This is an optimization exercise on Yosys and OpenROAD, whose aim is small area and a short achievable clock period, not a production implementation. No functional check of the RTL was part of any run shown here. Power is estimated from default activity; no workload was simulated.

--- design/flow/design.v ---
module piped_wallace_mult(
    input wire clock, reset,
    input wire [15:0] x, y,
    output reg [31:0] prod
);
    reg [59:0] r1;
    reg [101:0] r2;
    reg [61:0] r3;
    reg v1, v2;
    wire g1 = x[1] & x[0];
    wire q2 = x[1] ^ x[0];
    wire g3 = x[2] & x[1];
    wire q4 = x[2] ^ x[1];
    wire g5 = x[3] & x[2];
    wire q6 = x[3] ^ x[2];
    wire g7 = x[4] & x[3];
    wire q8 = x[4] ^ x[3];
    wire g9 = x[5] & x[4];
    wire q10 = x[5] ^ x[4];
    wire g11 = x[6] & x[5];
    wire q12 = x[6] ^ x[5];
    wire g13 = x[7] & x[6];
    wire q14 = x[7] ^ x[6];
    wire g15 = x[8] & x[7];
    wire q16 = x[8] ^ x[7];
    wire g17 = x[9] & x[8];
    wire q18 = x[9] ^ x[8];
    wire g19 = x[10] & x[9];
    wire q20 = x[10] ^ x[9];
    wire g21 = x[11] & x[10];
    wire q22 = x[11] ^ x[10];
    wire g23 = x[12] & x[11];
    wire q24 = x[12] ^ x[11];
    wire g25 = x[13] & x[12];
    wire q26 = x[13] ^ x[12];
    wire g27 = x[14] & x[13];
    wire q28 = x[14] ^ x[13];
    wire g29 = x[15] & x[14];
    wire q30 = x[15] ^ x[14];
    wire u31 = q2 & x[0];
    wire t32 = g5 | (q6 & g3);
    wire u33 = q6 & q4;
    wire t34 = g9 | (q10 & g7);
    wire u35 = q10 & q8;
    wire t36 = g13 | (q14 & g11);
    wire u37 = q14 & q12;
    wire t38 = g17 | (q18 & g15);
    wire u39 = q18 & q16;
    wire t40 = g21 | (q22 & g19);
    wire u41 = q22 & q20;
    wire t42 = g25 | (q26 & g23);
    wire u43 = q26 & q24;
    wire t44 = g29 | (q30 & g27);
    wire u45 = q30 & q28;
    wire t46 = g3 | (q4 & g1);
    wire u47 = q4 & u31;
    wire t48 = t32 | (u33 & g1);
    wire u49 = u33 & u31;
    wire t50 = g11 | (q12 & t34);
    wire u51 = q12 & u35;
    wire t52 = t36 | (u37 & t34);
    wire u53 = u37 & u35;
    wire t54 = g19 | (q20 & t38);
    wire u55 = q20 & u39;
    wire t56 = t40 | (u41 & t38);
    wire u57 = u41 & u39;
    wire t58 = g27 | (q28 & t42);
    wire u59 = q28 & u43;
    wire t60 = t44 | (u45 & t42);
    wire u61 = u45 & u43;
    wire t62 = g7 | (q8 & t48);
    wire u63 = q8 & u49;
    wire t64 = t34 | (u35 & t48);
    wire u65 = u35 & u49;
    wire t66 = t50 | (u51 & t48);
    wire u67 = u51 & u49;
    wire t68 = t52 | (u53 & t48);
    wire u69 = u53 & u49;
    wire t70 = g23 | (q24 & t56);
    wire u71 = q24 & u57;
    wire t72 = t42 | (u43 & t56);
    wire u73 = u43 & u57;
    wire t74 = t58 | (u59 & t56);
    wire u75 = u59 & u57;
    wire t76 = t60 | (u61 & t56);
    wire u77 = u61 & u57;
    wire t78 = g15 | (q16 & t68);
    wire u79 = q16 & u69;
    wire t80 = t38 | (u39 & t68);
    wire u81 = u39 & u69;
    wire t82 = t54 | (u55 & t68);
    wire u83 = u55 & u69;
    wire t84 = t56 | (u57 & t68);
    wire u85 = u57 & u69;
    wire t86 = t70 | (u71 & t68);
    wire u87 = u71 & u69;
    wire t88 = t72 | (u73 & t68);
    wire u89 = u73 & u69;
    wire t90 = t74 | (u75 & t68);
    wire u91 = u75 & u69;
    wire t92 = t76 | (u77 & t68);
    wire u93 = u77 & u69;
    wire t94 = x[15] & t92;
    wire u95 = x[15] & u93;
    wire z96 = q4 ^ g1;
    wire z97 = q6 ^ t46;
    wire z98 = q8 ^ t48;
    wire z99 = q10 ^ t62;
    wire z100 = q12 ^ t64;
    wire z101 = q14 ^ t66;
    wire z102 = q16 ^ t68;
    wire z103 = q18 ^ t78;
    wire z104 = q20 ^ t80;
    wire z105 = q22 ^ t82;
    wire z106 = q24 ^ t84;
    wire z107 = q26 ^ t86;
    wire z108 = q28 ^ t88;
    wire z109 = q30 ^ t90;
    wire z110 = x[15] ^ t92;
    wire p111 = ((r1[33] & r1[0]) | (r1[35] & r1[0])) ^ r1[37];
    wire p112 = ((r1[33] & r1[1]) | (r1[34] & r1[0]) | (r1[35] & r1[16])) ^ r1[37];
    wire p113 = ((r1[33] & r1[2]) | (r1[34] & r1[1]) | (r1[35] & r1[17]) | (r1[36] & r1[0])) ^ r1[37];
    wire p114 = ((r1[33] & r1[3]) | (r1[34] & r1[2]) | (r1[35] & r1[18]) | (r1[36] & r1[1])) ^ r1[37];
    wire p115 = ((r1[33] & r1[4]) | (r1[34] & r1[3]) | (r1[35] & r1[19]) | (r1[36] & r1[2])) ^ r1[37];
    wire p116 = ((r1[33] & r1[5]) | (r1[34] & r1[4]) | (r1[35] & r1[20]) | (r1[36] & r1[3])) ^ r1[37];
    wire p117 = ((r1[33] & r1[6]) | (r1[34] & r1[5]) | (r1[35] & r1[21]) | (r1[36] & r1[4])) ^ r1[37];
    wire p118 = ((r1[33] & r1[7]) | (r1[34] & r1[6]) | (r1[35] & r1[22]) | (r1[36] & r1[5])) ^ r1[37];
    wire p119 = ((r1[33] & r1[8]) | (r1[34] & r1[7]) | (r1[35] & r1[23]) | (r1[36] & r1[6])) ^ r1[37];
    wire p120 = ((r1[33] & r1[9]) | (r1[34] & r1[8]) | (r1[35] & r1[24]) | (r1[36] & r1[7])) ^ r1[37];
    wire p121 = ((r1[33] & r1[10]) | (r1[34] & r1[9]) | (r1[35] & r1[25]) | (r1[36] & r1[8])) ^ r1[37];
    wire p122 = ((r1[33] & r1[11]) | (r1[34] & r1[10]) | (r1[35] & r1[26]) | (r1[36] & r1[9])) ^ r1[37];
    wire p123 = ((r1[33] & r1[12]) | (r1[34] & r1[11]) | (r1[35] & r1[27]) | (r1[36] & r1[10])) ^ r1[37];
    wire p124 = ((r1[33] & r1[13]) | (r1[34] & r1[12]) | (r1[35] & r1[28]) | (r1[36] & r1[11])) ^ r1[37];
    wire p125 = ((r1[33] & r1[14]) | (r1[34] & r1[13]) | (r1[35] & r1[29]) | (r1[36] & r1[12])) ^ r1[37];
    wire p126 = ((r1[33] & r1[15]) | (r1[34] & r1[14]) | (r1[35] & r1[30]) | (r1[36] & r1[13])) ^ r1[37];
    wire p127 = ((r1[34] & r1[15]) | (r1[35] & r1[31]) | (r1[36] & r1[14])) ^ r1[37];
    wire p128 = ((r1[35] & r1[32]) | (r1[36] & r1[15])) ^ r1[37];
    wire p129 = ((r1[38] & r1[0]) | (r1[40] & r1[0])) ^ r1[42];
    wire p130 = ((r1[38] & r1[1]) | (r1[39] & r1[0]) | (r1[40] & r1[16])) ^ r1[42];
    wire p131 = ((r1[38] & r1[2]) | (r1[39] & r1[1]) | (r1[40] & r1[17]) | (r1[41] & r1[0])) ^ r1[42];
    wire p132 = ((r1[38] & r1[3]) | (r1[39] & r1[2]) | (r1[40] & r1[18]) | (r1[41] & r1[1])) ^ r1[42];
    wire p133 = ((r1[38] & r1[4]) | (r1[39] & r1[3]) | (r1[40] & r1[19]) | (r1[41] & r1[2])) ^ r1[42];
    wire p134 = ((r1[38] & r1[5]) | (r1[39] & r1[4]) | (r1[40] & r1[20]) | (r1[41] & r1[3])) ^ r1[42];
    wire p135 = ((r1[38] & r1[6]) | (r1[39] & r1[5]) | (r1[40] & r1[21]) | (r1[41] & r1[4])) ^ r1[42];
    wire p136 = ((r1[38] & r1[7]) | (r1[39] & r1[6]) | (r1[40] & r1[22]) | (r1[41] & r1[5])) ^ r1[42];
    wire p137 = ((r1[38] & r1[8]) | (r1[39] & r1[7]) | (r1[40] & r1[23]) | (r1[41] & r1[6])) ^ r1[42];
    wire p138 = ((r1[38] & r1[9]) | (r1[39] & r1[8]) | (r1[40] & r1[24]) | (r1[41] & r1[7])) ^ r1[42];
    wire p139 = ((r1[38] & r1[10]) | (r1[39] & r1[9]) | (r1[40] & r1[25]) | (r1[41] & r1[8])) ^ r1[42];
    wire p140 = ((r1[38] & r1[11]) | (r1[39] & r1[10]) | (r1[40] & r1[26]) | (r1[41] & r1[9])) ^ r1[42];
    wire p141 = ((r1[38] & r1[12]) | (r1[39] & r1[11]) | (r1[40] & r1[27]) | (r1[41] & r1[10])) ^ r1[42];
    wire p142 = ((r1[38] & r1[13]) | (r1[39] & r1[12]) | (r1[40] & r1[28]) | (r1[41] & r1[11])) ^ r1[42];
    wire p143 = ((r1[38] & r1[14]) | (r1[39] & r1[13]) | (r1[40] & r1[29]) | (r1[41] & r1[12])) ^ r1[42];
    wire p144 = ((r1[38] & r1[15]) | (r1[39] & r1[14]) | (r1[40] & r1[30]) | (r1[41] & r1[13])) ^ r1[42];
    wire p145 = ((r1[39] & r1[15]) | (r1[40] & r1[31]) | (r1[41] & r1[14])) ^ r1[42];
    wire p146 = ((r1[40] & r1[32]) | (r1[41] & r1[15])) ^ r1[42];
    wire p147 = ((r1[43] & r1[0]) | (r1[45] & r1[0])) ^ r1[47];
    wire p148 = ((r1[43] & r1[1]) | (r1[44] & r1[0]) | (r1[45] & r1[16])) ^ r1[47];
    wire p149 = ((r1[43] & r1[2]) | (r1[44] & r1[1]) | (r1[45] & r1[17]) | (r1[46] & r1[0])) ^ r1[47];
    wire p150 = ((r1[43] & r1[3]) | (r1[44] & r1[2]) | (r1[45] & r1[18]) | (r1[46] & r1[1])) ^ r1[47];
    wire p151 = ((r1[43] & r1[4]) | (r1[44] & r1[3]) | (r1[45] & r1[19]) | (r1[46] & r1[2])) ^ r1[47];
    wire p152 = ((r1[43] & r1[5]) | (r1[44] & r1[4]) | (r1[45] & r1[20]) | (r1[46] & r1[3])) ^ r1[47];
    wire p153 = ((r1[43] & r1[6]) | (r1[44] & r1[5]) | (r1[45] & r1[21]) | (r1[46] & r1[4])) ^ r1[47];
    wire p154 = ((r1[43] & r1[7]) | (r1[44] & r1[6]) | (r1[45] & r1[22]) | (r1[46] & r1[5])) ^ r1[47];
    wire p155 = ((r1[43] & r1[8]) | (r1[44] & r1[7]) | (r1[45] & r1[23]) | (r1[46] & r1[6])) ^ r1[47];
    wire p156 = ((r1[43] & r1[9]) | (r1[44] & r1[8]) | (r1[45] & r1[24]) | (r1[46] & r1[7])) ^ r1[47];
    wire p157 = ((r1[43] & r1[10]) | (r1[44] & r1[9]) | (r1[45] & r1[25]) | (r1[46] & r1[8])) ^ r1[47];
    wire p158 = ((r1[43] & r1[11]) | (r1[44] & r1[10]) | (r1[45] & r1[26]) | (r1[46] & r1[9])) ^ r1[47];
    wire p159 = ((r1[43] & r1[12]) | (r1[44] & r1[11]) | (r1[45] & r1[27]) | (r1[46] & r1[10])) ^ r1[47];
    wire p160 = ((r1[43] & r1[13]) | (r1[44] & r1[12]) | (r1[45] & r1[28]) | (r1[46] & r1[11])) ^ r1[47];
    wire p161 = ((r1[43] & r1[14]) | (r1[44] & r1[13]) | (r1[45] & r1[29]) | (r1[46] & r1[12])) ^ r1[47];
    wire p162 = ((r1[43] & r1[15]) | (r1[44] & r1[14]) | (r1[45] & r1[30]) | (r1[46] & r1[13])) ^ r1[47];
    wire p163 = ((r1[44] & r1[15]) | (r1[45] & r1[31]) | (r1[46] & r1[14])) ^ r1[47];
    wire p164 = ((r1[45] & r1[32]) | (r1[46] & r1[15])) ^ r1[47];
    wire p165 = ((r1[48] & r1[0]) | (r1[50] & r1[0])) ^ r1[52];
    wire p166 = ((r1[48] & r1[1]) | (r1[49] & r1[0]) | (r1[50] & r1[16])) ^ r1[52];
    wire p167 = ((r1[48] & r1[2]) | (r1[49] & r1[1]) | (r1[50] & r1[17]) | (r1[51] & r1[0])) ^ r1[52];
    wire p168 = ((r1[48] & r1[3]) | (r1[49] & r1[2]) | (r1[50] & r1[18]) | (r1[51] & r1[1])) ^ r1[52];
    wire p169 = ((r1[48] & r1[4]) | (r1[49] & r1[3]) | (r1[50] & r1[19]) | (r1[51] & r1[2])) ^ r1[52];
    wire p170 = ((r1[48] & r1[5]) | (r1[49] & r1[4]) | (r1[50] & r1[20]) | (r1[51] & r1[3])) ^ r1[52];
    wire p171 = ((r1[48] & r1[6]) | (r1[49] & r1[5]) | (r1[50] & r1[21]) | (r1[51] & r1[4])) ^ r1[52];
    wire p172 = ((r1[48] & r1[7]) | (r1[49] & r1[6]) | (r1[50] & r1[22]) | (r1[51] & r1[5])) ^ r1[52];
    wire p173 = ((r1[48] & r1[8]) | (r1[49] & r1[7]) | (r1[50] & r1[23]) | (r1[51] & r1[6])) ^ r1[52];
    wire p174 = ((r1[48] & r1[9]) | (r1[49] & r1[8]) | (r1[50] & r1[24]) | (r1[51] & r1[7])) ^ r1[52];
    wire p175 = ((r1[48] & r1[10]) | (r1[49] & r1[9]) | (r1[50] & r1[25]) | (r1[51] & r1[8])) ^ r1[52];
    wire p176 = ((r1[48] & r1[11]) | (r1[49] & r1[10]) | (r1[50] & r1[26]) | (r1[51] & r1[9])) ^ r1[52];
    wire p177 = ((r1[48] & r1[12]) | (r1[49] & r1[11]) | (r1[50] & r1[27]) | (r1[51] & r1[10])) ^ r1[52];
    wire p178 = ((r1[48] & r1[13]) | (r1[49] & r1[12]) | (r1[50] & r1[28]) | (r1[51] & r1[11])) ^ r1[52];
    wire p179 = ((r1[48] & r1[14]) | (r1[49] & r1[13]) | (r1[50] & r1[29]) | (r1[51] & r1[12])) ^ r1[52];
    wire p180 = ((r1[48] & r1[15]) | (r1[49] & r1[14]) | (r1[50] & r1[30]) | (r1[51] & r1[13])) ^ r1[52];
    wire p181 = ((r1[49] & r1[15]) | (r1[50] & r1[31]) | (r1[51] & r1[14])) ^ r1[52];
    wire p182 = ((r1[50] & r1[32]) | (r1[51] & r1[15])) ^ r1[52];
    wire p183 = ((r1[53] & r1[0]) | (r1[55] & r1[0])) ^ r1[57];
    wire p184 = ((r1[53] & r1[1]) | (r1[54] & r1[0]) | (r1[55] & r1[16])) ^ r1[57];
    wire p185 = ((r1[53] & r1[2]) | (r1[54] & r1[1]) | (r1[55] & r1[17]) | (r1[56] & r1[0])) ^ r1[57];
    wire p186 = ((r1[53] & r1[3]) | (r1[54] & r1[2]) | (r1[55] & r1[18]) | (r1[56] & r1[1])) ^ r1[57];
    wire p187 = ((r1[53] & r1[4]) | (r1[54] & r1[3]) | (r1[55] & r1[19]) | (r1[56] & r1[2])) ^ r1[57];
    wire p188 = ((r1[53] & r1[5]) | (r1[54] & r1[4]) | (r1[55] & r1[20]) | (r1[56] & r1[3])) ^ r1[57];
    wire p189 = ((r1[53] & r1[6]) | (r1[54] & r1[5]) | (r1[55] & r1[21]) | (r1[56] & r1[4])) ^ r1[57];
    wire p190 = ((r1[53] & r1[7]) | (r1[54] & r1[6]) | (r1[55] & r1[22]) | (r1[56] & r1[5])) ^ r1[57];
    wire p191 = ((r1[53] & r1[8]) | (r1[54] & r1[7]) | (r1[55] & r1[23]) | (r1[56] & r1[6])) ^ r1[57];
    wire p192 = ((r1[53] & r1[9]) | (r1[54] & r1[8]) | (r1[55] & r1[24]) | (r1[56] & r1[7])) ^ r1[57];
    wire p193 = ((r1[53] & r1[10]) | (r1[54] & r1[9]) | (r1[55] & r1[25]) | (r1[56] & r1[8])) ^ r1[57];
    wire p194 = ((r1[53] & r1[11]) | (r1[54] & r1[10]) | (r1[55] & r1[26]) | (r1[56] & r1[9])) ^ r1[57];
    wire p195 = ((r1[53] & r1[12]) | (r1[54] & r1[11]) | (r1[55] & r1[27]) | (r1[56] & r1[10])) ^ r1[57];
    wire p196 = ((r1[53] & r1[13]) | (r1[54] & r1[12]) | (r1[55] & r1[28]) | (r1[56] & r1[11])) ^ r1[57];
    wire p197 = ((r1[53] & r1[14]) | (r1[54] & r1[13]) | (r1[55] & r1[29]) | (r1[56] & r1[12])) ^ r1[57];
    wire p198 = ((r1[53] & r1[15]) | (r1[54] & r1[14]) | (r1[55] & r1[30]) | (r1[56] & r1[13])) ^ r1[57];
    wire p199 = ((r1[54] & r1[15]) | (r1[55] & r1[31]) | (r1[56] & r1[14])) ^ r1[57];
    wire p200 = ((r1[55] & r1[32]) | (r1[56] & r1[15])) ^ r1[57];
    wire p201 = (r1[58] & r1[0]);
    wire p202 = (r1[58] & r1[1]) | (r1[59] & r1[0]);
    wire p203 = (r1[58] & r1[2]) | (r1[59] & r1[1]);
    wire p204 = (r1[58] & r1[3]) | (r1[59] & r1[2]);
    wire p205 = (r1[58] & r1[4]) | (r1[59] & r1[3]);
    wire p206 = (r1[58] & r1[5]) | (r1[59] & r1[4]);
    wire p207 = (r1[58] & r1[6]) | (r1[59] & r1[5]);
    wire p208 = (r1[58] & r1[7]) | (r1[59] & r1[6]);
    wire p209 = (r1[58] & r1[8]) | (r1[59] & r1[7]);
    wire p210 = (r1[58] & r1[9]) | (r1[59] & r1[8]);
    wire p211 = (r1[58] & r1[10]) | (r1[59] & r1[9]);
    wire p212 = (r1[58] & r1[11]) | (r1[59] & r1[10]);
    wire p213 = (r1[58] & r1[12]) | (r1[59] & r1[11]);
    wire p214 = (r1[58] & r1[13]) | (r1[59] & r1[12]);
    wire p215 = (r1[58] & r1[14]) | (r1[59] & r1[13]);
    wire p216 = (r1[58] & r1[15]) | (r1[59] & r1[14]);
    wire p217 = (r1[59] & r1[15]);
    wire p218 = ~r1[37];
    wire p219 = ~r1[42];
    wire p220 = ~r1[47];
    wire p221 = ~r1[52];
    wire p222 = ~r1[57];
    wire s223 = p120 ^ p135;
    wire c224 = p120 & p135;
    wire s225 = p121 ^ p136;
    wire c226 = p121 & p136;
    wire s227 = p122 ^ p137;
    wire c228 = p122 & p137;
    wire s229 = p123 ^ p138 ^ p153;
    wire c230 = (p123 & p138) | (p123 & p153) | (p138 & p153);
    wire s231 = p168 ^ p183;
    wire c232 = p168 & p183;
    wire s233 = p124 ^ p139 ^ p154;
    wire c234 = (p124 & p139) | (p124 & p154) | (p139 & p154);
    wire s235 = p169 ^ p184;
    wire c236 = p169 & p184;
    wire s237 = p125 ^ p140 ^ p155;
    wire c238 = (p125 & p140) | (p125 & p155) | (p140 & p155);
    wire s239 = p170 ^ p185;
    wire c240 = p170 & p185;
    wire s241 = p126 ^ p141 ^ p156;
    wire c242 = (p126 & p141) | (p126 & p156) | (p141 & p156);
    wire s243 = p171 ^ p186 ^ p201;
    wire c244 = (p171 & p186) | (p171 & p201) | (p186 & p201);
    wire s245 = p127 ^ p142 ^ p157;
    wire c246 = (p127 & p142) | (p127 & p157) | (p142 & p157);
    wire s247 = p172 ^ p187 ^ p202;
    wire c248 = (p172 & p187) | (p172 & p202) | (p187 & p202);
    wire s249 = p128 ^ p143 ^ p158;
    wire c250 = (p128 & p143) | (p128 & p158) | (p143 & p158);
    wire s251 = p173 ^ p188 ^ p203;
    wire c252 = (p173 & p188) | (p173 & p203) | (p188 & p203);
    wire s253 = p144 ^ p159 ^ p174;
    wire c254 = (p144 & p159) | (p144 & p174) | (p159 & p174);
    wire s255 = p189 ^ p204 ^ r1[37];
    wire c256 = (p189 & p204) | (p189 & r1[37]) | (p204 & r1[37]);
    wire s257 = p145 ^ p160 ^ p175;
    wire c258 = (p145 & p160) | (p145 & p175) | (p160 & p175);
    wire s259 = p190 ^ p205 ^ r1[37];
    wire c260 = (p190 & p205) | (p190 & r1[37]) | (p205 & r1[37]);
    wire s261 = p146 ^ p161 ^ p176;
    wire c262 = (p146 & p161) | (p146 & p176) | (p161 & p176);
    wire s263 = p191 ^ p206 ^ r1[37];
    wire c264 = (p191 & p206) | (p191 & r1[37]) | (p206 & r1[37]);
    wire s265 = p162 ^ p177 ^ p192;
    wire c266 = (p162 & p177) | (p162 & p192) | (p177 & p192);
    wire s267 = p207 ^ p218 ^ p219;
    wire c268 = (p207 & p218) | (p207 & p219) | (p218 & p219);
    wire s269 = p163 ^ p178 ^ p193;
    wire c270 = (p163 & p178) | (p163 & p193) | (p178 & p193);
    wire s271 = p208 ^ 1'b1;
    wire c272 = p208 & 1'b1;
    wire s273 = p164 ^ p179 ^ p194;
    wire c274 = (p164 & p179) | (p164 & p194) | (p179 & p194);
    wire s275 = p209 ^ 1'b1;
    wire c276 = p209 & 1'b1;
    wire s277 = p180 ^ p195 ^ p210;
    wire c278 = (p180 & p195) | (p180 & p210) | (p195 & p210);
    wire s279 = p181 ^ p196;
    wire c280 = p181 & p196;
    wire s281 = p182 ^ p197;
    wire c282 = p182 & p197;
    wire s283 = r2[11] ^ r2[12];
    wire c284 = r2[11] & r2[12];
    wire s285 = r2[15] ^ r2[16];
    wire c286 = r2[15] & r2[16];
    wire s287 = r2[18] ^ r2[19];
    wire c288 = r2[18] & r2[19];
    wire s289 = r2[21] ^ r2[22] ^ r2[23];
    wire c290 = (r2[21] & r2[22]) | (r2[21] & r2[23]) | (r2[22] & r2[23]);
    wire s291 = r2[25] ^ r2[26] ^ r2[27];
    wire c292 = (r2[25] & r2[26]) | (r2[25] & r2[27]) | (r2[26] & r2[27]);
    wire s293 = r2[29] ^ r2[30] ^ r2[31];
    wire c294 = (r2[29] & r2[30]) | (r2[29] & r2[31]) | (r2[30] & r2[31]);
    wire s295 = r2[33] ^ r2[34] ^ r2[35];
    wire c296 = (r2[33] & r2[34]) | (r2[33] & r2[35]) | (r2[34] & r2[35]);
    wire s297 = r2[37] ^ r2[38] ^ r2[39];
    wire c298 = (r2[37] & r2[38]) | (r2[37] & r2[39]) | (r2[38] & r2[39]);
    wire s299 = r2[41] ^ r2[42] ^ r2[43];
    wire c300 = (r2[41] & r2[42]) | (r2[41] & r2[43]) | (r2[42] & r2[43]);
    wire s301 = r2[45] ^ r2[46] ^ r2[47];
    wire c302 = (r2[45] & r2[46]) | (r2[45] & r2[47]) | (r2[46] & r2[47]);
    wire s303 = r2[49] ^ r2[50] ^ r2[51];
    wire c304 = (r2[49] & r2[50]) | (r2[49] & r2[51]) | (r2[50] & r2[51]);
    wire s305 = r2[53] ^ r2[54] ^ r2[55];
    wire c306 = (r2[53] & r2[54]) | (r2[53] & r2[55]) | (r2[54] & r2[55]);
    wire s307 = r2[57] ^ r2[58] ^ r2[59];
    wire c308 = (r2[57] & r2[58]) | (r2[57] & r2[59]) | (r2[58] & r2[59]);
    wire s309 = r2[61] ^ r2[62] ^ r2[63];
    wire c310 = (r2[61] & r2[62]) | (r2[61] & r2[63]) | (r2[62] & r2[63]);
    wire s311 = r2[65] ^ r2[66] ^ r2[67];
    wire c312 = (r2[65] & r2[66]) | (r2[65] & r2[67]) | (r2[66] & r2[67]);
    wire s313 = r2[69] ^ r2[70] ^ r2[71];
    wire c314 = (r2[69] & r2[70]) | (r2[69] & r2[71]) | (r2[70] & r2[71]);
    wire s315 = r2[73] ^ r2[74] ^ r2[75];
    wire c316 = (r2[73] & r2[74]) | (r2[73] & r2[75]) | (r2[74] & r2[75]);
    wire s317 = r2[77] ^ r2[78] ^ r2[79];
    wire c318 = (r2[77] & r2[78]) | (r2[77] & r2[79]) | (r2[78] & r2[79]);
    wire s319 = r2[81] ^ r2[82] ^ r2[83];
    wire c320 = (r2[81] & r2[82]) | (r2[81] & r2[83]) | (r2[82] & r2[83]);
    wire s321 = r2[85] ^ r2[86] ^ r2[87];
    wire c322 = (r2[85] & r2[86]) | (r2[85] & r2[87]) | (r2[86] & r2[87]);
    wire s323 = r2[88] ^ r2[89] ^ r2[90];
    wire c324 = (r2[88] & r2[89]) | (r2[88] & r2[90]) | (r2[89] & r2[90]);
    wire s325 = r2[91] ^ r2[92] ^ r2[93];
    wire c326 = (r2[91] & r2[92]) | (r2[91] & r2[93]) | (r2[92] & r2[93]);
    wire s327 = r2[95] ^ r2[96];
    wire c328 = r2[95] & r2[96];
    wire s329 = r2[97] ^ r2[98];
    wire c330 = r2[97] & r2[98];
    wire s331 = r2[4] ^ r2[5];
    wire c332 = r2[4] & r2[5];
    wire s333 = r2[7] ^ r2[8];
    wire c334 = r2[7] & r2[8];
    wire s335 = r2[9] ^ r2[10];
    wire c336 = r2[9] & r2[10];
    wire s337 = s283 ^ r2[13] ^ r2[14];
    wire c338 = (s283 & r2[13]) | (s283 & r2[14]) | (r2[13] & r2[14]);
    wire s339 = c284 ^ s285 ^ r2[17];
    wire c340 = (c284 & s285) | (c284 & r2[17]) | (s285 & r2[17]);
    wire s341 = c286 ^ s287 ^ r2[20];
    wire c342 = (c286 & s287) | (c286 & r2[20]) | (s287 & r2[20]);
    wire s343 = c288 ^ s289 ^ r2[24];
    wire c344 = (c288 & s289) | (c288 & r2[24]) | (s289 & r2[24]);
    wire s345 = c290 ^ s291 ^ r2[28];
    wire c346 = (c290 & s291) | (c290 & r2[28]) | (s291 & r2[28]);
    wire s347 = c292 ^ s293 ^ r2[32];
    wire c348 = (c292 & s293) | (c292 & r2[32]) | (s293 & r2[32]);
    wire s349 = c294 ^ s295 ^ r2[36];
    wire c350 = (c294 & s295) | (c294 & r2[36]) | (s295 & r2[36]);
    wire s351 = c296 ^ s297 ^ r2[40];
    wire c352 = (c296 & s297) | (c296 & r2[40]) | (s297 & r2[40]);
    wire s353 = c298 ^ s299 ^ r2[44];
    wire c354 = (c298 & s299) | (c298 & r2[44]) | (s299 & r2[44]);
    wire s355 = c300 ^ s301 ^ r2[48];
    wire c356 = (c300 & s301) | (c300 & r2[48]) | (s301 & r2[48]);
    wire s357 = c302 ^ s303 ^ r2[52];
    wire c358 = (c302 & s303) | (c302 & r2[52]) | (s303 & r2[52]);
    wire s359 = c304 ^ s305 ^ r2[56];
    wire c360 = (c304 & s305) | (c304 & r2[56]) | (s305 & r2[56]);
    wire s361 = c306 ^ s307 ^ r2[60];
    wire c362 = (c306 & s307) | (c306 & r2[60]) | (s307 & r2[60]);
    wire s363 = c308 ^ s309 ^ r2[64];
    wire c364 = (c308 & s309) | (c308 & r2[64]) | (s309 & r2[64]);
    wire s365 = c310 ^ s311 ^ r2[68];
    wire c366 = (c310 & s311) | (c310 & r2[68]) | (s311 & r2[68]);
    wire s367 = c312 ^ s313 ^ r2[72];
    wire c368 = (c312 & s313) | (c312 & r2[72]) | (s313 & r2[72]);
    wire s369 = c314 ^ s315 ^ r2[76];
    wire c370 = (c314 & s315) | (c314 & r2[76]) | (s315 & r2[76]);
    wire s371 = c316 ^ s317 ^ r2[80];
    wire c372 = (c316 & s317) | (c316 & r2[80]) | (s317 & r2[80]);
    wire s373 = c318 ^ s319 ^ r2[84];
    wire c374 = (c318 & s319) | (c318 & r2[84]) | (s319 & r2[84]);
    wire s375 = c320 ^ s321 ^ 1'b1;
    wire c376 = (c320 & s321) | (c320 & 1'b1) | (s321 & 1'b1);
    wire s377 = c322 ^ s323 ^ 1'b1;
    wire c378 = (c322 & s323) | (c322 & 1'b1) | (s323 & 1'b1);
    wire s379 = c324 ^ s325 ^ r2[94];
    wire c380 = (c324 & s325) | (c324 & r2[94]) | (s325 & r2[94]);
    wire s381 = c326 ^ s327 ^ 1'b1;
    wire c382 = (c326 & s327) | (c326 & 1'b1) | (s327 & 1'b1);
    wire s383 = c328 ^ s329 ^ 1'b1;
    wire c384 = (c328 & s329) | (c328 & 1'b1) | (s329 & 1'b1);
    wire s385 = c330 ^ r2[99] ^ r2[100];
    wire c386 = (c330 & r2[99]) | (c330 & r2[100]) | (r2[99] & r2[100]);
    wire s387 = r2[101] ^ 1'b1;
    wire c388 = r2[101] & 1'b1;
    wire g389 = r3[0] & r3[1];
    wire q390 = r3[0] ^ r3[1];
    wire g391 = r3[4] & r3[5];
    wire q392 = r3[4] ^ r3[5];
    wire g393 = r3[6] & r3[7];
    wire q394 = r3[6] ^ r3[7];
    wire g395 = r3[8] & r3[9];
    wire q396 = r3[8] ^ r3[9];
    wire g397 = r3[10] & r3[11];
    wire q398 = r3[10] ^ r3[11];
    wire g399 = r3[12] & r3[13];
    wire q400 = r3[12] ^ r3[13];
    wire g401 = r3[14] & r3[15];
    wire q402 = r3[14] ^ r3[15];
    wire g403 = r3[16] & r3[17];
    wire q404 = r3[16] ^ r3[17];
    wire g405 = r3[18] & r3[19];
    wire q406 = r3[18] ^ r3[19];
    wire g407 = r3[20] & r3[21];
    wire q408 = r3[20] ^ r3[21];
    wire g409 = r3[22] & r3[23];
    wire q410 = r3[22] ^ r3[23];
    wire g411 = r3[24] & r3[25];
    wire q412 = r3[24] ^ r3[25];
    wire g413 = r3[26] & r3[27];
    wire q414 = r3[26] ^ r3[27];
    wire g415 = r3[28] & r3[29];
    wire q416 = r3[28] ^ r3[29];
    wire g417 = r3[30] & r3[31];
    wire q418 = r3[30] ^ r3[31];
    wire g419 = r3[32] & r3[33];
    wire q420 = r3[32] ^ r3[33];
    wire g421 = r3[34] & r3[35];
    wire q422 = r3[34] ^ r3[35];
    wire g423 = r3[36] & r3[37];
    wire q424 = r3[36] ^ r3[37];
    wire g425 = r3[38] & r3[39];
    wire q426 = r3[38] ^ r3[39];
    wire g427 = r3[40] & r3[41];
    wire q428 = r3[40] ^ r3[41];
    wire g429 = r3[42] & r3[43];
    wire q430 = r3[42] ^ r3[43];
    wire g431 = r3[44] & r3[45];
    wire q432 = r3[44] ^ r3[45];
    wire g433 = r3[46] & r3[47];
    wire q434 = r3[46] ^ r3[47];
    wire g435 = r3[48] & r3[49];
    wire q436 = r3[48] ^ r3[49];
    wire g437 = r3[50] & r3[51];
    wire q438 = r3[50] ^ r3[51];
    wire g439 = r3[52] & r3[53];
    wire q440 = r3[52] ^ r3[53];
    wire g441 = r3[54] & r3[55];
    wire q442 = r3[54] ^ r3[55];
    wire g443 = r3[56] & r3[57];
    wire q444 = r3[56] ^ r3[57];
    wire g445 = r3[58] & r3[59];
    wire q446 = r3[58] ^ r3[59];
    wire g447 = r3[60] & r3[61];
    wire q448 = r3[60] ^ r3[61];
    wire t449 = r3[2] & g389;
    wire u450 = r3[2] & q390;
    wire u451 = q392 & r3[3];
    wire t452 = g395 | (q396 & g393);
    wire u453 = q396 & q394;
    wire t454 = g399 | (q400 & g397);
    wire u455 = q400 & q398;
    wire t456 = g403 | (q404 & g401);
    wire u457 = q404 & q402;
    wire t458 = g407 | (q408 & g405);
    wire u459 = q408 & q406;
    wire t460 = g411 | (q412 & g409);
    wire u461 = q412 & q410;
    wire t462 = g415 | (q416 & g413);
    wire u463 = q416 & q414;
    wire t464 = g419 | (q420 & g417);
    wire u465 = q420 & q418;
    wire t466 = g423 | (q424 & g421);
    wire u467 = q424 & q422;
    wire t468 = g427 | (q428 & g425);
    wire u469 = q428 & q426;
    wire t470 = g431 | (q432 & g429);
    wire u471 = q432 & q430;
    wire t472 = g435 | (q436 & g433);
    wire u473 = q436 & q434;
    wire t474 = g439 | (q440 & g437);
    wire u475 = q440 & q438;
    wire t476 = g443 | (q444 & g441);
    wire u477 = q444 & q442;
    wire t478 = g447 | (q448 & g445);
    wire u479 = q448 & q446;
    wire t480 = r3[3] & t449;
    wire u481 = r3[3] & u450;
    wire t482 = g391 | (u451 & t449);
    wire u483 = u451 & u450;
    wire t484 = g397 | (q398 & t452);
    wire u485 = q398 & u453;
    wire t486 = t454 | (u455 & t452);
    wire u487 = u455 & u453;
    wire t488 = g405 | (q406 & t456);
    wire u489 = q406 & u457;
    wire t490 = t458 | (u459 & t456);
    wire u491 = u459 & u457;
    wire t492 = g413 | (q414 & t460);
    wire u493 = q414 & u461;
    wire t494 = t462 | (u463 & t460);
    wire u495 = u463 & u461;
    wire t496 = g421 | (q422 & t464);
    wire u497 = q422 & u465;
    wire t498 = t466 | (u467 & t464);
    wire u499 = u467 & u465;
    wire t500 = g429 | (q430 & t468);
    wire u501 = q430 & u469;
    wire t502 = t470 | (u471 & t468);
    wire u503 = u471 & u469;
    wire t504 = g437 | (q438 & t472);
    wire u505 = q438 & u473;
    wire t506 = t474 | (u475 & t472);
    wire u507 = u475 & u473;
    wire t508 = g445 | (q446 & t476);
    wire u509 = q446 & u477;
    wire t510 = t478 | (u479 & t476);
    wire u511 = u479 & u477;
    wire t512 = g393 | (q394 & t482);
    wire u513 = q394 & u483;
    wire t514 = t452 | (u453 & t482);
    wire u515 = u453 & u483;
    wire t516 = t484 | (u485 & t482);
    wire u517 = u485 & u483;
    wire t518 = t486 | (u487 & t482);
    wire u519 = u487 & u483;
    wire t520 = g409 | (q410 & t490);
    wire u521 = q410 & u491;
    wire t522 = t460 | (u461 & t490);
    wire u523 = u461 & u491;
    wire t524 = t492 | (u493 & t490);
    wire u525 = u493 & u491;
    wire t526 = t494 | (u495 & t490);
    wire u527 = u495 & u491;
    wire t528 = g425 | (q426 & t498);
    wire u529 = q426 & u499;
    wire t530 = t468 | (u469 & t498);
    wire u531 = u469 & u499;
    wire t532 = t500 | (u501 & t498);
    wire u533 = u501 & u499;
    wire t534 = t502 | (u503 & t498);
    wire u535 = u503 & u499;
    wire t536 = g441 | (q442 & t506);
    wire u537 = q442 & u507;
    wire t538 = t476 | (u477 & t506);
    wire u539 = u477 & u507;
    wire t540 = t508 | (u509 & t506);
    wire u541 = u509 & u507;
    wire t542 = t510 | (u511 & t506);
    wire u543 = u511 & u507;
    wire t544 = g401 | (q402 & t518);
    wire u545 = q402 & u519;
    wire t546 = t456 | (u457 & t518);
    wire u547 = u457 & u519;
    wire t548 = t488 | (u489 & t518);
    wire u549 = u489 & u519;
    wire t550 = t490 | (u491 & t518);
    wire u551 = u491 & u519;
    wire t552 = t520 | (u521 & t518);
    wire u553 = u521 & u519;
    wire t554 = t522 | (u523 & t518);
    wire u555 = u523 & u519;
    wire t556 = t524 | (u525 & t518);
    wire u557 = u525 & u519;
    wire t558 = t526 | (u527 & t518);
    wire u559 = u527 & u519;
    wire t560 = g433 | (q434 & t534);
    wire u561 = q434 & u535;
    wire t562 = t472 | (u473 & t534);
    wire u563 = u473 & u535;
    wire t564 = t504 | (u505 & t534);
    wire u565 = u505 & u535;
    wire t566 = t506 | (u507 & t534);
    wire u567 = u507 & u535;
    wire t568 = t536 | (u537 & t534);
    wire u569 = u537 & u535;
    wire t570 = t538 | (u539 & t534);
    wire u571 = u539 & u535;
    wire t572 = t540 | (u541 & t534);
    wire u573 = u541 & u535;
    wire t574 = t542 | (u543 & t534);
    wire u575 = u543 & u535;
    wire t576 = g417 | (q418 & t558);
    wire u577 = q418 & u559;
    wire t578 = t464 | (u465 & t558);
    wire u579 = u465 & u559;
    wire t580 = t496 | (u497 & t558);
    wire u581 = u497 & u559;
    wire t582 = t498 | (u499 & t558);
    wire u583 = u499 & u559;
    wire t584 = t528 | (u529 & t558);
    wire u585 = u529 & u559;
    wire t586 = t530 | (u531 & t558);
    wire u587 = u531 & u559;
    wire t588 = t532 | (u533 & t558);
    wire u589 = u533 & u559;
    wire t590 = t534 | (u535 & t558);
    wire u591 = u535 & u559;
    wire t592 = t560 | (u561 & t558);
    wire u593 = u561 & u559;
    wire t594 = t562 | (u563 & t558);
    wire u595 = u563 & u559;
    wire t596 = t564 | (u565 & t558);
    wire u597 = u565 & u559;
    wire t598 = t566 | (u567 & t558);
    wire u599 = u567 & u559;
    wire t600 = t568 | (u569 & t558);
    wire u601 = u569 & u559;
    wire t602 = t570 | (u571 & t558);
    wire u603 = u571 & u559;
    wire t604 = t572 | (u573 & t558);
    wire u605 = u573 & u559;
    wire t606 = t574 | (u575 & t558);
    wire u607 = u575 & u559;
    wire z608 = r3[2] ^ g389;
    wire z609 = r3[3] ^ t449;
    wire z610 = q392 ^ t480;
    wire z611 = q394 ^ t482;
    wire z612 = q396 ^ t512;
    wire z613 = q398 ^ t514;
    wire z614 = q400 ^ t516;
    wire z615 = q402 ^ t518;
    wire z616 = q404 ^ t544;
    wire z617 = q406 ^ t546;
    wire z618 = q408 ^ t548;
    wire z619 = q410 ^ t550;
    wire z620 = q412 ^ t552;
    wire z621 = q414 ^ t554;
    wire z622 = q416 ^ t556;
    wire z623 = q418 ^ t558;
    wire z624 = q420 ^ t576;
    wire z625 = q422 ^ t578;
    wire z626 = q424 ^ t580;
    wire z627 = q426 ^ t582;
    wire z628 = q428 ^ t584;
    wire z629 = q430 ^ t586;
    wire z630 = q432 ^ t588;
    wire z631 = q434 ^ t590;
    wire z632 = q436 ^ t592;
    wire z633 = q438 ^ t594;
    wire z634 = q440 ^ t596;
    wire z635 = q442 ^ t598;
    wire z636 = q444 ^ t600;
    wire z637 = q446 ^ t602;
    wire z638 = q448 ^ t604;
    wire [31:0] result = {z638, z637, z636, z635, z634, z633, z632, z631, z630, z629, z628, z627, z626, z625, z624, z623, z622, z621, z620, z619, z618, z617, z616, z615, z614, z613, z612, z611, z610, z609, z608, q390};
    always @(posedge clock) begin
        r1 <= {(y[14] & y[15]), (y[14] & ~y[15]) | (~y[14] & y[15]), y[14], (y[11] & y[12] & y[13] & ~y[14]) | (~y[11] & ~y[12] & ~y[13] & y[14]), (y[11] & ~y[12] & y[13] & ~y[14]) | (~y[11] & y[12] & y[13] & ~y[14]) | (y[11] & ~y[12] & ~y[13] & y[14]) | (~y[11] & y[12] & ~y[13] & y[14]), (y[11] & y[12] & ~y[13] & ~y[14]) | (~y[11] & ~y[12] & y[13] & ~y[14]) | (y[11] & y[12] & ~y[13] & y[14]) | (~y[11] & ~y[12] & y[13] & y[14]), (y[11] & ~y[12] & ~y[13] & ~y[14]) | (~y[11] & y[12] & ~y[13] & ~y[14]) | (y[11] & ~y[12] & y[13] & y[14]) | (~y[11] & y[12] & y[13] & y[14]), y[11], (y[8] & y[9] & y[10] & ~y[11]) | (~y[8] & ~y[9] & ~y[10] & y[11]), (y[8] & ~y[9] & y[10] & ~y[11]) | (~y[8] & y[9] & y[10] & ~y[11]) | (y[8] & ~y[9] & ~y[10] & y[11]) | (~y[8] & y[9] & ~y[10] & y[11]), (y[8] & y[9] & ~y[10] & ~y[11]) | (~y[8] & ~y[9] & y[10] & ~y[11]) | (y[8] & y[9] & ~y[10] & y[11]) | (~y[8] & ~y[9] & y[10] & y[11]), (y[8] & ~y[9] & ~y[10] & ~y[11]) | (~y[8] & y[9] & ~y[10] & ~y[11]) | (y[8] & ~y[9] & y[10] & y[11]) | (~y[8] & y[9] & y[10] & y[11]), y[8], (y[5] & y[6] & y[7] & ~y[8]) | (~y[5] & ~y[6] & ~y[7] & y[8]), (y[5] & ~y[6] & y[7] & ~y[8]) | (~y[5] & y[6] & y[7] & ~y[8]) | (y[5] & ~y[6] & ~y[7] & y[8]) | (~y[5] & y[6] & ~y[7] & y[8]), (y[5] & y[6] & ~y[7] & ~y[8]) | (~y[5] & ~y[6] & y[7] & ~y[8]) | (y[5] & y[6] & ~y[7] & y[8]) | (~y[5] & ~y[6] & y[7] & y[8]), (y[5] & ~y[6] & ~y[7] & ~y[8]) | (~y[5] & y[6] & ~y[7] & ~y[8]) | (y[5] & ~y[6] & y[7] & y[8]) | (~y[5] & y[6] & y[7] & y[8]), y[5], (y[2] & y[3] & y[4] & ~y[5]) | (~y[2] & ~y[3] & ~y[4] & y[5]), (y[2] & ~y[3] & y[4] & ~y[5]) | (~y[2] & y[3] & y[4] & ~y[5]) | (y[2] & ~y[3] & ~y[4] & y[5]) | (~y[2] & y[3] & ~y[4] & y[5]), (y[2] & y[3] & ~y[4] & ~y[5]) | (~y[2] & ~y[3] & y[4] & ~y[5]) | (y[2] & y[3] & ~y[4] & y[5]) | (~y[2] & ~y[3] & y[4] & y[5]), (y[2] & ~y[3] & ~y[4] & ~y[5]) | (~y[2] & y[3] & ~y[4] & ~y[5]) | (y[2] & ~y[3] & y[4] & y[5]) | (~y[2] & y[3] & y[4] & y[5]), y[2], (~y[0] & ~y[1] & y[2]), (y[0] & y[1] & ~y[2]) | (y[0] & ~y[1] & y[2]), (~y[0] & y[1] & ~y[2]) | (~y[0] & y[1] & y[2]), (y[0] & ~y[1] & ~y[2]) | (y[0] & y[1] & y[2]), t94, z110, z109, z108, z107, z106, z105, z104, z103, z102, z101, z100, z99, z98, z97, z96, q2, x[15], x[14], x[13], x[12], x[11], x[10], x[9], x[8], x[7], x[6], x[5], x[4], x[3], x[2], x[1], x[0]};
        r2 <= {p217, p222, p216, p215, p200, p214, p199, p221, p213, p198, c282, p212, s281, c280, p211, s279, c278, p220, s277, c276, c274, s275, s273, c272, c270, s271, s269, c268, c266, s267, s265, c264, c262, s263, s261, c260, c258, s259, s257, c256, c254, s255, s253, c252, c250, s251, s249, c248, c246, s247, s245, c244, c242, s243, s241, c240, c238, s239, s237, c236, c234, s235, s233, c232, c230, r1[57], s231, s229, c228, p167, p152, s227, c226, p166, p151, s225, c224, r1[52], p165, p150, s223, p149, p134, p119, p148, p133, p118, r1[47], p147, p132, p117, p131, p116, p130, p115, r1[42], p129, p114, p113, p112, r1[37], p111};
    end
    always @(posedge clock or posedge reset)
        if (reset) begin
            v1 <= 1'b0; v2 <= 1'b0; r3 <= 62'd0; prod <= 32'd0;
        end else begin
            v1 <= 1'b1; v2 <= v1;
            r3 <= v2 ? {s387, c386, s385, c384, s383, c382, s381, c380, s379, c378, s377, c376, s375, c374, s373, c372, s371, c370, s369, c368, s367, c366, s365, c364, s363, c362, s361, c360, s359, c358, s357, c356, s355, c354, s353, c352, s351, c350, s349, c348, s347, c346, s345, c344, s343, c342, s341, c340, s339, c338, s337, c336, s335, c334, s333, c332, r2[6], s331, r2[3], r2[2], r2[1], r2[0]} : 62'd0;
            prod <= result;
        end
endmodule
--- design/flow/constraint.sdc ---
create_clock -name core_clock -period 2.8 [get_ports {clock}]
set_input_delay 0.5600 -clock core_clock [delete_from_list [all_inputs] [get_ports {clock}]]
set_output_delay 0.5600 -clock core_clock [all_outputs]
set_load 0.01 [all_outputs]
--- design/flow/run.sh ---
#!/bin/bash
# synth_recipe.tcl (not shown) runs the flow's synth.tcl, then flattens the netlist and writes it again
# the make line also repeats each setting of config.mk as NAME=value (left out here)
make -C /OpenROAD-flow-scripts/flow DESIGN_CONFIG=/design/flow/config.mk WORK_HOME=/design/flow/orfs CLKGATE_MAP_FILE= SYNTH_SCRIPT=/design/flow/synth_recipe.tcl finish
--- design/flow/config.mk ---
export PLATFORM = sky130hd
export DESIGN_NAME = piped_wallace_mult
export DESIGN_NICKNAME = piped_wallace_mult
export VERILOG_FILES = /design/flow/design.v
export SDC_FILE = /design/flow/constraint.sdc
export NUM_CORES = 4
export LEC_CHECK = 0
export ABC_CLOCK_PERIOD_IN_PS = 600
export CAP_MARGIN = 20
export CORE_MARGIN = 2
export CORE_UTILIZATION = 40
export SETUP_SLACK_MARGIN = 1.1
export SLEW_MARGIN = 20
==> results of run 1 <==
area by class of cell:
type | instances | area (um^2)
inverters | 52 | 199
repair buffers | 214 | 1770
fillers | 2613 | 14400
clock buffers | 43 | 851
well taps | 396 | 495
clock inverters | 6 | 61.3
flip-flops and latches | 258 | 5770
multi-input cells | 663 | 6930
repair_timing:
item                       4_1_cts  5_1_grt
pin swaps                       44       88
setup endpoints to repair      118       95
resized for setup              192      127
hold buffers                     0        0
setup buffers                   36       63
through the flow:
stage | area (um^2) | worst slack [ps] | cells
CTS | 15400 | 40.1 | 1569
floorplan | 12700 | 94.3 | 1061
global route | 16100 | -57.7 | 1632
finish | 16100 | 39.8 | 1632
global placement | 13900 | -145 | 1484
detailed placement | 13900 | -188 | 1484
report_power, final:
group | switching [mW] | internal (mW) | total [mW]
Sequential | 0.684 | 4.71 | 5.39
Clock | 1.38 | 2.17 | 3.55
Combinational | 2.21 | 2.49 | 4.70
Total | 4.28 | 9.36 | 13.6
worst min path at each step:
stage                       from     end  slack, ps
after floorplan           r1[57]  r2[36]        330
after global placement        v1      v2        330
after detailed placement      v1      v2        330
after CTS                   x[0]   r1[0]        160
after global routing        x[0]   r1[0]        160
final                       x[0]   r1[0]        180
kinds of logic (layout without fill, tap and decap cells):
logic type / count (synthesis) / in the layout / synth area share, %
flip-flops: 258 / 258 / 45.9
AO/OA/AOI/OAI: 238 / 238 / 15.6
AND/OR/NAND/NOR: 158 / 158 / 7.12
buffers and inverters: 140 / 315 / 4.27
adder cells (fa/ha/maj): 134 / 134 / 17.7
XOR/XNOR: 132 / 132 / 9.40
other: 1 / 1 / 0.0305
synthesized netlist by cell type (5+ instances only):
library cell	number	share of area [%]
dfxtp_1	162	26
xnor2_1	119	8.5
dfrtp_1	96	20
a22o_1	81	5.8
clkbuf_1	78	2.4
a221oi_1	70	5.0
ha_1	68	6.9
fa_1	66	11
inv_1	52	1.6
and2_1	48	2.4
nand2_1	27	0.82
nor2_1	27	0.82
nor2b_1	27	1.4
a21oi_1	19	0.77
o21ai_0	15	0.61
xor2_1	13	0.93
a222oi_1	10	0.81
buf_1	10	0.31
a22oi_1	9	0.55
a21o_1	7	0.43
o21a_1	6	0.37
nor3_1	5	0.20
state kept, by name (all words and copies together) (netlist names):
| signal | flops |
|---|---|
| r1 | 60 |
| v2 | 1 |
| r3 | 62 |
| prod | 32 |
| r2 | 102 |
| v1 | 1 |
metal layers:
layer,vias to the layer above,track usage (%),share of wire (%)
li1,4022,-,-
met2,327,27.0,45
met1,4092,24.2,45
met3,69,3.21,6.7
met4,0,5.58,2.9
met5,-,0,0
==> impl.org, run 1 <==
** Status
- Outcome :: complete, no violations

** CTS
- TritonCTS built the clock tree.
- The root buffer cell chosen for the clock tree is clkbuf_16.
- Clock latency (worst-skew pair) :: 530 ps
- After clock tree synthesis, the clock-pin slew on the worst setup and hold paths is 60 ps.
- Clock Path Buffers :: 3
- The tree built by TritonCTS fans out to 258 sinks.
- TritonCTS created 27 clock buffers.
- CTS built an H-tree with a depth of 1.

** Min path
- The tightest min-delay check is of the input port to register type.
- Cells on Worst Hold Path :: 1

** Timing
- Final number of setup-violating endpoints :: 0
- Setup skew after layout :: 9.93 ps
- Final sum of negative setup slack :: 0 ps
- Relative slew slack :: 49.3%
- Final Hold Viols :: 0
- The worst path needs 2760 ps of the cycle, external delays included.
- Worst hold slack :: 180 ps
- Least-Margin Pin Slew :: 759 ps
- Setup repair after global routing could not meet its margin everywhere.
- The final count of pins violating max slew is 0.
- Static timing analysis puts the maximum clock frequency at 362 MHz.
- The final critical path takes up 98.6% of the cycle.

** Worst setup path
- Data required time at the worst endpoint :: 3250 ps
- Number of buffer and inverter stages on the critical path :: 0
- On the worst path, the slowest cell contributes a delay of 400 ps.
- The critical path goes through ha_4 > a21o_1 > a21o_1 > a211o_1 > o21a_1 > or3_4 > o31a_1 > a211o_1 > a21oi_2 > xnor2_1.
- Counting cells, the worst reg-to-reg path comes to 10.
- Maximum net fanout on the critical path :: 3
- The worst register-to-register path has a setup slack of 40 ps.
- The cell family contributing the most delay on the critical path is compound AO/OA/AOI/OAI gates.
- In this run the critical register-to-register path is launched from r3[41].
- In this run the number of cells on the critical path is 10.
- STA puts the critical path data arrival time at 3210 ps.
- Critical path capture point type :: register
- Cell with the largest stage delay on the worst path :: dfrtp_1
- Worst setup path end :: prod[31]
- Source of the critical timing path :: r3[41]
- Worst setup SP type :: register
- The worst register-to-register path ends at prod[31].
- The worst setup path is of the register to register kind.

** Drt
- The routed design has 28300 um of wire.
- After detailed routing, the number of remaining DRC violations is 0.
- Detail Route Antenna Nets :: 0
- The routed layout has 8510 vias.
- DR WL/cell :: 17.3 um
- In this run, the number of DRC markers left after iteration 0 of detailed routing was 711.
- Detailed-router iteration count before antenna repair :: 8
- Using the TritonRoute via totals, the vias-per-cell ratio works out to 5.21.

** Power
- VDD sags by at most 472 uV.
- Total power :: 13.6 mW
- Total power divided by cell area :: 849 nW/um^2
- Static Leakage :: 6.88 nW

** Yosys
- Syn nets :: 1229
- The average instance in the mapped netlist occupies 11.6 um^2.
- The number of different library cells used by synthesis comes to 47.
- Yosys mapped a number of flops with a built-in enable equal to 0.
- Most common flop cell mapped by yosys :: dfxtp_1
- Cell Area, Synth :: 12300 um^2
- Synthesis produced a netlist whose cell count is 1061.
- For this run, the number of Yosys warnings is 1.
- Async set or reset register ratio after synthesis :: 37.2%
- Seq/Total Area, Yosys :: 45.9%
- After synthesis the netlist holds a flip-flop and latch count of 258.

** Layout
- 0 antenna diodes ended up in the layout.
- Fraction of layout instances using a drive strength above 1 :: 31.2%
- Most used cells in the layout excluding fill and tap cells :: dfxtp_1, buf_4, xnor2_1
- The net count of the finished layout is 1384.
- Final cell utilization of the core :: 52.8%
- Most common library cell in the layout ignoring fill and taps :: dfxtp_1
- Area grow syn2layout :: 30.7%

** Die
- 66 I/O pins were placed.
- Chip Width :: 179 um
- The die covers 32200 um^2.
- Once the floorplan was initialized, standard cells occupied 40.4% of the core.
- Area of the core region :: 30400 um^2
- Die Span Y :: 179 um
- Row generation in the floorplan step produced 64 rows.

** GRT
- Overflow left after global routing :: 0
- Pin count of the biggest net entering global routing :: 63
- The number of global-route vias before repair was 8274.
- Wire length of the first global-routing pass :: 44100 um
- Global routing used 17.2% of the available tracks.
- Initial antenna violation count :: 1

** Placement
- The HPWL after detailed placement is 19100 um.
- Buffers placed on the I/O ports in this run total 65.
- At the end of routability-driven placement, the weighted congestion stood at 0.910.

** Run
- Max-cap viol count :: 0
==> run 2: changes to the inputs <==
--- a/design/flow/config.mk
+++ b/design/flow/config.mk
@@ -5,7 +5,7 @@
 export SDC_FILE = /design/flow/constraint.sdc
 export NUM_CORES = 4
 export LEC_CHECK = 0
-export ABC_CLOCK_PERIOD_IN_PS = 600
+export ABC_CLOCK_PERIOD_IN_PS = 1000
 export CAP_MARGIN = 20
 export CORE_MARGIN = 2
 export CORE_UTILIZATION = 40
==> run 2 against run 1 <==
Compared with the run above: register-to-register slack hardly changed; sequential cell count stayed put; combinational power hardly changed; utilization stayed put; largest cell class unchanged; critical path depth stayed put; global-route usage stayed put; area after synthesis stayed put; die area stayed put; hold slack stayed put; sequential power hardly changed.
==> impl.org, run 2 <==
** Layout
- Diode count :: 0 (unchanged)
- The area added between synthesis and finish was 30.7% (unchanged).
- Fraction of layout instances using a drive strength above 1 :: 31.2% (unchanged)
- More flip-flops sit in one register than any other, and that register is r2.
- Most common library cell in the layout ignoring fill and taps :: dfxtp_1
- The number of flip-flops under the largest register name was 102 (unchanged).
- The post-layout instance count excluding filler cells was 1632 (unchanged).
- Largest registers :: r2 x102, r3 x62, r1 x60
- Nets :: 1384 (unchanged)
- The top cell types in the final layout, fill and taps aside, are dfxtp_1, buf_4, xnor2_1.
- Final cell utilization of the core :: 52.8% (unchanged)

** Timing
- The number of setup violations in the final report was 0 (unchanged).
- The worst-case headroom to the max-slew limit is 49.3% (unchanged).
- The time the final worst path needs with I/O delays and setup was 2760 ps (unchanged).
- The worst hold-check slack is 180 ps (unchanged).
- Least-Margin Pin Slew :: 759 ps (unchanged)
- The portion of the clock cycle consumed by the worst path in the final layout is 98.6% (unchanged).
- Final Hold Viols :: 0 (unchanged)
- Setup repair after global routing could not meet its margin everywhere.
- The final count of pins violating max slew is 0 (unchanged).
- Setup skew after layout :: 9.93 ps (unchanged)
- The timing-limited maximum frequency was 362 MHz (unchanged).
- Final sum of negative setup slack :: 0 ps (unchanged)

** Power
- Total power divided by cell area :: 849 nW/um^2 (unchanged)
- Static Leakage :: 6.88 nW (unchanged)
- The highest ir drop seen on vdd was 472 uV (unchanged).

** Drt
- Via density per instance :: 5.21 (unchanged)
- The routed length per placed instance came to 17.3 um (unchanged).
- The remaining design rule violation count was 0 (unchanged).
- Via count :: 8510 (unchanged)
- Starting DRC count in detailed routing :: 711 (unchanged)
- The total iterations of the first detailed-routing run is 8 (unchanged).
- The remaining antenna violation count is 0 (unchanged).
- Final Routed Wirelength :: 28300 um (unchanged)

** Worst setup path
- Grouping stages by cell kind, the critical path spends the most delay in compound AO/OA/AOI/OAI gates.
- Endpoint arrival time on the critical path :: 3210 ps (about the same)
- Data required time at the worst endpoint :: 3250 ps (about the same)
- The critical path goes through ha_4 > a21o_1 > a21o_1 > a211o_1 > o21a_1 > or3_4 > o31a_1 > a211o_1 > a21oi_2 > xnor2_1.
- The worst-case register-to-register setup slack came to 40 ps (about the same).
- STA classifies the critical path endpoint as a register.
- Worst setup SP type :: register
- The total buffers and inverters traversed by the critical path was 0 (unchanged).
- The critical path in this run is classified as register to register.
- Maximum net fanout on the critical path :: 3 (unchanged)
- Among all stages on the critical path, the largest delay is contributed by dfrtp_1.
- Largest incremental delay on the critical path :: 400 ps (about the same)

** Yosys
- Most common flop cell mapped by yosys :: dfxtp_1
- The average instance area after synthesis was 11.6 um^2 (unchanged).
- Syn nets :: 1229 (unchanged)
- After synthesis, the most frequently instantiated cells are dfxtp_1, xnor2_1, dfrtp_1.
- The biggest area contributor in the post-synthesis netlist is dfxtp_1.
- Count of mapped cells out of synthesis :: 1061 (unchanged)
- Register bit count reported by yosys :: 258 (unchanged)
- The synthesized cell area was 12300 um^2 (unchanged).
- Most common cell in the synthesized netlist :: dfxtp_1
- The fraction of registers with async set or reset after synthesis came to 37.2% (unchanged).
- Synth warnings :: 1 (unchanged)
- Share of the synthesized area in the top cell type :: 26.4% (unchanged)
- Count of cell types in the netlist :: 47 (unchanged)
- The post-synthesis sequential area ratio came to 45.9% (unchanged).
- The number of flops mapped to enable cells by yosys is 0 (unchanged).
- After synthesis, the cell types taking the most area are dfxtp_1, dfrtp_1, fa_1.

** Die
- The starting density of the core is 40.4% (unchanged).
- Die area :: 32200 um^2 (unchanged)
- The die extent in x was 179 um (unchanged).
- Die Span Y :: 179 um (unchanged)
- Area of the core region :: 30400 um^2 (unchanged)
- The count of pins on the block boundary is 66 (unchanged).
- The cell row count was 64 (unchanged).

** CTS
- The clock net sink count came to 258 (unchanged).
- The maximum buffer depth of the clock tree came to 3 (unchanged).
- Clk Tree Root Cell :: clkbuf_16
- Number of clock buffers inserted by TritonCTS :: 27 (unchanged)
- Clock latency (worst-skew pair) :: 530 ps (about the same)
- The clock slew seen by the registers of the worst setup and hold paths is 60 ps (about the same).
- TritonCTS built the clock tree.
- The H-tree depth was 1 (unchanged).

** GRT
- Highest-utilization routing layer at the global route stage :: met2
- Via count of the first global-routing pass :: 8274 (unchanged)
- The global-route congestion overflow total is 0 (unchanged).
- The total routing resource utilization after global routing came to 17.2% (unchanged).
- The met3 routing resource usage after global routing is 3.21% (unchanged).
- The pin count of the biggest net entering global routing is 63 (unchanged).
- Fraction of met1 tracks used by global routing :: 24.2% (unchanged)
- The initial antenna violation count came to 1 (unchanged).
- The first-pass GRT wire length came to 44100 um (unchanged).
- The fraction of met2 tracks used by global routing was 27.0% (unchanged).

** Status
- Outcome :: complete, no violations

** Placement
- Weighted congestion reported at the end of routability-driven placement :: 0.910 (unchanged)
- IO buf count :: 65 (unchanged)
- The placed cell count is 1484 (unchanged).
- Half-perimeter wire length after placement :: 19100 um (unchanged)

** Min path
- Hold/Removal Path Class :: input port to register

** Run
- Max-cap viol count :: 0 (unchanged)
-- run 2: cell counts after synthesis --
Identical to the previous run, type by type.
-- run 2: layout make-up --
class                   count  area, um^2
repair buffers            214        1770
well taps                 396         495
flip-flops and latches    258        5770
clock inverters             6        61.3
clock buffers              43         851
fillers                  2613       14400
inverters                  52         199
multi-input cells         663        6930
-- run 2: kinds of logic after synthesis --
group,share of synthesized area (%)
DFF,45.9
AOI/OAI and AO/OA,15.6
and+or+nand+nor,7.12
buffers and inverters,4.27
adders and majority gates,17.7
xor gates and xnor gates,9.40
other,0.0305
-- run 2: final timing paths --
kind,from,end,cells past startpoint
min in group asynchronous,reset,prod[8],2
max reg2reg,r3[41],prod[31],10
min reg2reg,v1,v2,0
max,r3[41],prod[31],10
max in group asynchronous,reset,r3[50],3
min,x[0],r1[0],1
-- run 2: metrics by stage --
stage | worst slack [ps] | area, um^2 | total power [mW]
after CTS | 40.1 | 15400 | 13.6
final | 39.8 | 16100 | 13.6
after global placement | -145 | 13900 | 9.83
after global routing | -57.7 | 16100 | 14.7
after floorplan | 94.3 | 12700 | 8.25
after detailed placement | -188 | 13900 | 9.92
-- run 2: timing repair --
item / in CTS / in global routing
pin swaps: 44 / 88
resized for setup: 192 / 127
hold buffers: 0 / 0
setup endpoints to repair: 118 / 95
setup buffers: 36 / 63
endpoints found under the hold margin: 0 / 0
-- run 2: report_power, final --
group | total, mW | switching, mW | leakage (nW) | internal (mW)
sequential | 5.39 | 0.684 | 2.59 | 4.71
clock | 3.55 | 1.38 | 0.444 | 2.17
combinational | 4.70 | 2.21 | 3.84 | 2.49
total | 13.6 | 4.28 | 6.88 | 9.36
-- run 2: per-layer routing --
layer	share of wire, %	routed length, um
met5	0	0
met4	2.9	829
met3	6.7	1900
met2	45	12800
met1	45	12700

==> afterwards: timing with drivers on the ports <==
The flow's constraints put no driver on any port. The routed layouts listed below were extracted and timed again, unchanged, in two steps.
Step 1 sets driving cells, clkbuf_16 on the clock port and buf_2 on the other inputs (assumed; they add their load-dependent delay and slew).
Step 2 moves the port delays by t, midway between the first and last clock arrival at a register: inputs arrive t later, outputs are due t later. That takes back most of the time a late clock gives input paths.
Three values: ideal, step 1, step 2; two values: the first two.
run | shift t [ns] | slack for setup (ns) | hold slack, ns
run 1 | 0.571 | 0.040 / 0.040 / 0.040 | 0.180 / 0.154 / 0.346
run 2 | 0.571 | 0.040 / 0.040 / 0.040 | 0.180 / 0.154 / 0.346
After both steps every run listed still meets setup and hold.
